Context: an optimization exercise on an open-source flow, tuned for small area, a short achievable clock period and few clock cycles per item. The choices shown serve that exercise and are no tape-out recipe. The RTL was checked by simulation tests, not by an equivalence proof against the original design.

Design geofence, start of the top module:
module geofence ( clk,reset,X,Y,valid,is_inside);
    input clk;
    input reset;
    input [9:0] X;
    input [9:0] Y;
    output reg valid;
    output reg is_inside;
    reg [3:0] cnt;           
    reg [9:0] ox, oy;        
    reg wsx, wsy, rsx, rsy, lsx, lsy;
    reg [9:0] wmx, wmy, rmx, rmy, lmx, lmy;
    reg wzx, wzy, rzx, rzy, lzx, lzy;
    reg full;
  ...
==> flow/config.mk <==
export PLATFORM = sky130hd
export DESIGN_NAME = geofence
export DESIGN_NICKNAME = geofence
export VERILOG_FILES = /design/flow/design.v
export SDC_FILE = /design/flow/constraint.sdc
export NUM_CORES = 4
export LEC_CHECK = 0
export CAP_MARGIN = 20
export CORE_MARGIN = 2
export CORE_UTILIZATION = 40
export SETUP_SLACK_MARGIN = 4.5
export SLEW_MARGIN = 20
==> flow/constraint.sdc <==
create_clock -name core_clock -period 11.0 [get_ports {clk}]
set_input_delay 2.2000 -clock core_clock [delete_from_list [all_inputs] [get_ports {clk}]]
set_output_delay 2.2000 -clock core_clock [all_outputs]
set_load 0.01 [all_outputs]
run.sh (not shown) runs the stock make flow with config.mk's settings and CLKGATE_MAP_FILE= SYNTH_SCRIPT=/design/flow/synth_recipe.tcl, a recipe that flattens the netlist after the stock synthesis.
The first run finished with timing, DRC and antenna clean.
Testbench counts at the start, summed over its fixed seeds: cycles 20,369, items 2,400.
==> next run, changes <==
Settings changed: SETUP_SLACK_MARGIN 4.5 to default.
After rerunning: The changed run went through all stages and came out clean. Routed wire length fell by 7.5%. Non-clock buffer count fell by 81. Final cell count fell by 3.7%. Sequential share of layout area rose by 1.1 points. Maximum frequency fell by 25%. Design area fell by about 8%. Worst hold slack improved by 8.0 ps.

* * *

geofence, a different RTL version from the one above (not shown whole).
For scale: roughly 1900 cells after synthesis, roughly 100 flip-flops, roughly 0.017 sq mm of cells after synthesis.
export LEC_CHECK = 0
export ABC_AREA = 1
export CAP_MARGIN = 20
export CORE_MARGIN = 2
export CORE_UTILIZATION = 40
export SETUP_SLACK_MARGIN = 5
export SLEW_MARGIN = 20
export TNS_END_PERCENT = 0
create_clock -name core_clock -period 11.0 [get_ports {clk}]
standard.sh (not shown) runs the stock make flow with config.mk's settings and CLKGATE_MAP_FILE= SYNTH_SCRIPT=/design/flow/synth_recipe.tcl, a recipe that flattens the netlist after the stock synthesis.
==> flow/flow/run.sh <==
#!/bin/bash
set -euo pipefail
grep -q 'SETUP_SLACK_MARGIN=5 ' standard.sh
sed 's/SETUP_SLACK_MARGIN=5 /SETUP_SLACK_MARGIN=5.6 /' standard.sh > flow_standard.sh
bash flow_standard.sh > layout.log 2>&1
Testbench counts at the start, summed over its fixed seeds: cycles 20,369, items 2,400.
Change:
==> flow/run.sh (new file) <==
#!/bin/bash
# synth_recipe.tcl (not shown) runs the flow's synth.tcl, then flattens the netlist and writes it again
# the make line also repeats each setting of config.mk as NAME=value (left out here)
make -C /OpenROAD-flow-scripts/flow DESIGN_CONFIG=/design/flow/config.mk WORK_HOME=/design/flow/orfs CLKGATE_MAP_FILE= SYNTH_SCRIPT=/design/flow/synth_recipe.tcl finish
TNS_END_PERCENT = not set   (was 0)
removed: flow/flow/run.sh
removed: flow/standard.sh
What happened: The new run finished clean. Sequential cell count is unchanged. Hold slack degrades by 0.0062 ns. Synthesized cell count is unchanged. Final area drops by about 2.2%. Routed wire length drops by 1.6%. Sequential share of layout area climbs by 0.30 points.
Change:
ABC_AREA = not set   (was 1)
TNS_END_PERCENT = 0   (was not set)
Outcome: Cell count decreases by 19%. Wire length went down by 6.0%. Via count shrinks by 14%. Non-clock buffer count went down by 9. Utilization went up by 0.43 points. Die area fell by 4.7%.
Change:
TNS_END_PERCENT = not set   (was 0)
Result: Core utilization climbs by 0.38 points. Routed wire length came out lower by 1.9%. Non-clock buffer count rises by 11. Cell count increases by 0.53%. Synthesized area is unchanged. First-iteration DRC count went down by 7.8%. Cell area rises by 0.83%. Worst setup slack improves by 0.0033 ns. Clock-buffer cell count came out higher by 3.

* * *

Another version of the RTL of geofence (not shown whole).
Size: roughly 2000 cells after synthesis, roughly 130 flip-flops, ~24 I/O pins, ~0.017 mm^2 of cells after synthesis.
clock: 11.0 ns
lec_check: 0
abc_area: 1
cap_margin: 20
core_margin: 2
core_utilization: 40
setup_slack_margin: 5
slew_margin: 20
tns_end_percent: 0
run.sh (not shown) runs the stock make flow with config.mk's settings and CLKGATE_MAP_FILE= SYNTH_SCRIPT=/design/flow/synth_recipe.tcl, a recipe that flattens the netlist after the stock synthesis.
Stock flow here: none of the scripts above is used.
Testbench counts at the start, summed over its fixed seeds: cycles 20,369, items 2,400.
Change:
Settings changed: ABC_AREA 1 to not set.
Result:
- The changed run produced a clean layout
- via count went down by roughly a tenth
- cell count went down by roughly a tenth
- non-clock buffer count went up by 71
- die area went down by a few percent
- utilization went up by 1.6 points
- maximum frequency went down slightly
- design area went up slightly
- routed wire length went down by roughly a tenth
- global-route usage went down by 1.1 points

* * *

geofence, a different RTL version from the one above (not shown whole).
For scale: about 24 I/O pins, about 16,000 um^2 of cells after synthesis.
export LEC_CHECK = 0
export CAP_MARGIN = 20
export CORE_MARGIN = 2
export CORE_UTILIZATION = 40
export SETUP_SLACK_MARGIN = 5
export SLEW_MARGIN = 20
export TNS_END_PERCENT = 20
create_clock -name core_clock -period 11.0 [get_ports {clk}]
The first run produced a clean layout.
Testbench counts at the start, summed over its fixed seeds: cycles 20,369, items 2,400.
==> next run, changes <==
TNS_END_PERCENT = 0   (was 20)
Cell area came out lower by 0.70%; wire length came out lower by 0.34%; setup slack loses 0.023 ns; register-to-register slack loses 0.02 ns; core utilization came out lower by 0.32 points; clock-buffer cell count does not change.
==> next run, changes <==
SETUP_SLACK_MARGIN = 4.5   (was 5)
TNS_END_PERCENT = not set   (was 0)
=>
- clock-buffer cell count falls by 1
- area after synthesis does not change
- worst setup slack is worse by 0.039 ns
- global-route usage rises by 0.44 points
- first-iteration DRC count rises by 38%
- die area does not change
- wire length rises by 3.6%
- worst hold slack is better by 0.023 ns
- via count rises by 1.6%
==> next run, changes <==
SETUP_SLACK_MARGIN = 4.0   (was 4.5)
Routed wire length decreases by a few percent.
Critical path depth decreases by 1.
Synthesized area does not change.
Setup slack degrades by 0.36 ns.
Sequential share of layout area increases by 0.81 points.
Sequential cell count is unchanged.
Count of clock-buffer cells in the layout stays the same.
==> next run, changes <==
==> flow/flow/run.sh (new file) <==
#!/bin/bash
set -euo pipefail
grep -q 'SETUP_SLACK_MARGIN=5 ' standard.sh
sed 's/SETUP_SLACK_MARGIN=5 /SETUP_SLACK_MARGIN=5.5 /' standard.sh > flow_standard.sh
bash flow_standard.sh > layout.log 2>&1
==> flow/standard.sh (new file) <==
#!/bin/bash
# synth_recipe.tcl (not shown) runs the flow's synth.tcl, then flattens the netlist and writes it again
# the make line also repeats each setting of config.mk as NAME=value (left out here)
make -C /OpenROAD-flow-scripts/flow DESIGN_CONFIG=/design/flow/config.mk WORK_HOME=/design/flow/orfs CLKGATE_MAP_FILE= SYNTH_SCRIPT=/design/flow/synth_recipe.tcl "${@:-finish}"
ABC_AREA = 1   (was not set)
SETUP_SLACK_MARGIN = 5   (was 4.0)
removed: flow/run.sh
Outcome: First-iteration DRC count went up by well over a third; cell area rises by roughly a tenth; synthesized area goes up by a few percent; register-to-register slack gains 0.85 ns; hold slack gets worse by 0.021 ns.

==> static timing again, ports no longer ideal <==
In the flow no input, the clock included, has a driving cell. The finished layouts below were timed again as built, in two steps.
Step 1 (the two cells are an assumption about what drives the block):
set clk [get_ports {clk}]
set_driving_cell -lib_cell sky130_fd_sc_hd__clkbuf_16 $clk
set_driving_cell -lib_cell sky130_fd_sc_hd__buf_2 [delete_from_list [all_inputs] $clk]
Step 2, shift: input delay + t, output delay - t, t = (earliest + latest rising clock arrival at the registers) / 2. This alone moves slack from input paths to output paths.
Three values: no drivers, after step 1, after step 2; two values: the first two.
| run | t (ns) | slack for setup (ns) | worst data-port slew with drivers (ns) |
|---|---|---|---|
| the first run of note 1 | 0.392 | 4.523 / 4.523 / 4.523 | 0.04 |
| the second run of note 1 | 0.384 | 2.381 / 2.381 / 2.381 | 0.04 |
| the first run of note 2 | 0.386 | 5.241 / 5.241 / 5.241 | 0.03 |
| the second run of note 2 | 0.385 | 5.193 / 5.193 / 5.193 | 0.03 |
| the third run of note 2 | 0.384 | 4.928 / 4.928 / 4.928 | 0.04 |
| the fourth run of note 2 | 0.381 | 4.931 / 4.931 / 4.931 | 0.04 |
| the first run of note 3 | 0.457 | 5.127 / 5.127 / 5.127 | 0.04 |
| the second run of note 3 | 0.459 | 5.059 / 5.059 / 5.059 | 0.04 |
| the first run of note 4 | 0.387 | 4.662 / 4.662 / 4.662 | 0.04 |
| the second run of note 4 | 0.384 | 4.638 / 4.638 / 4.638 | 0.04 |
| the third run of note 4 | 0.383 | 4.600 / 4.600 / 4.600 | 0.04 |
| the fourth run of note 4 | 0.397 | 4.242 / 4.242 / 4.242 | 0.04 |
| the fifth run of note 4 | 0.394 | 5.088 / 5.088 / 5.088 | 0.04 |
After both steps every run listed still meets setup and hold.
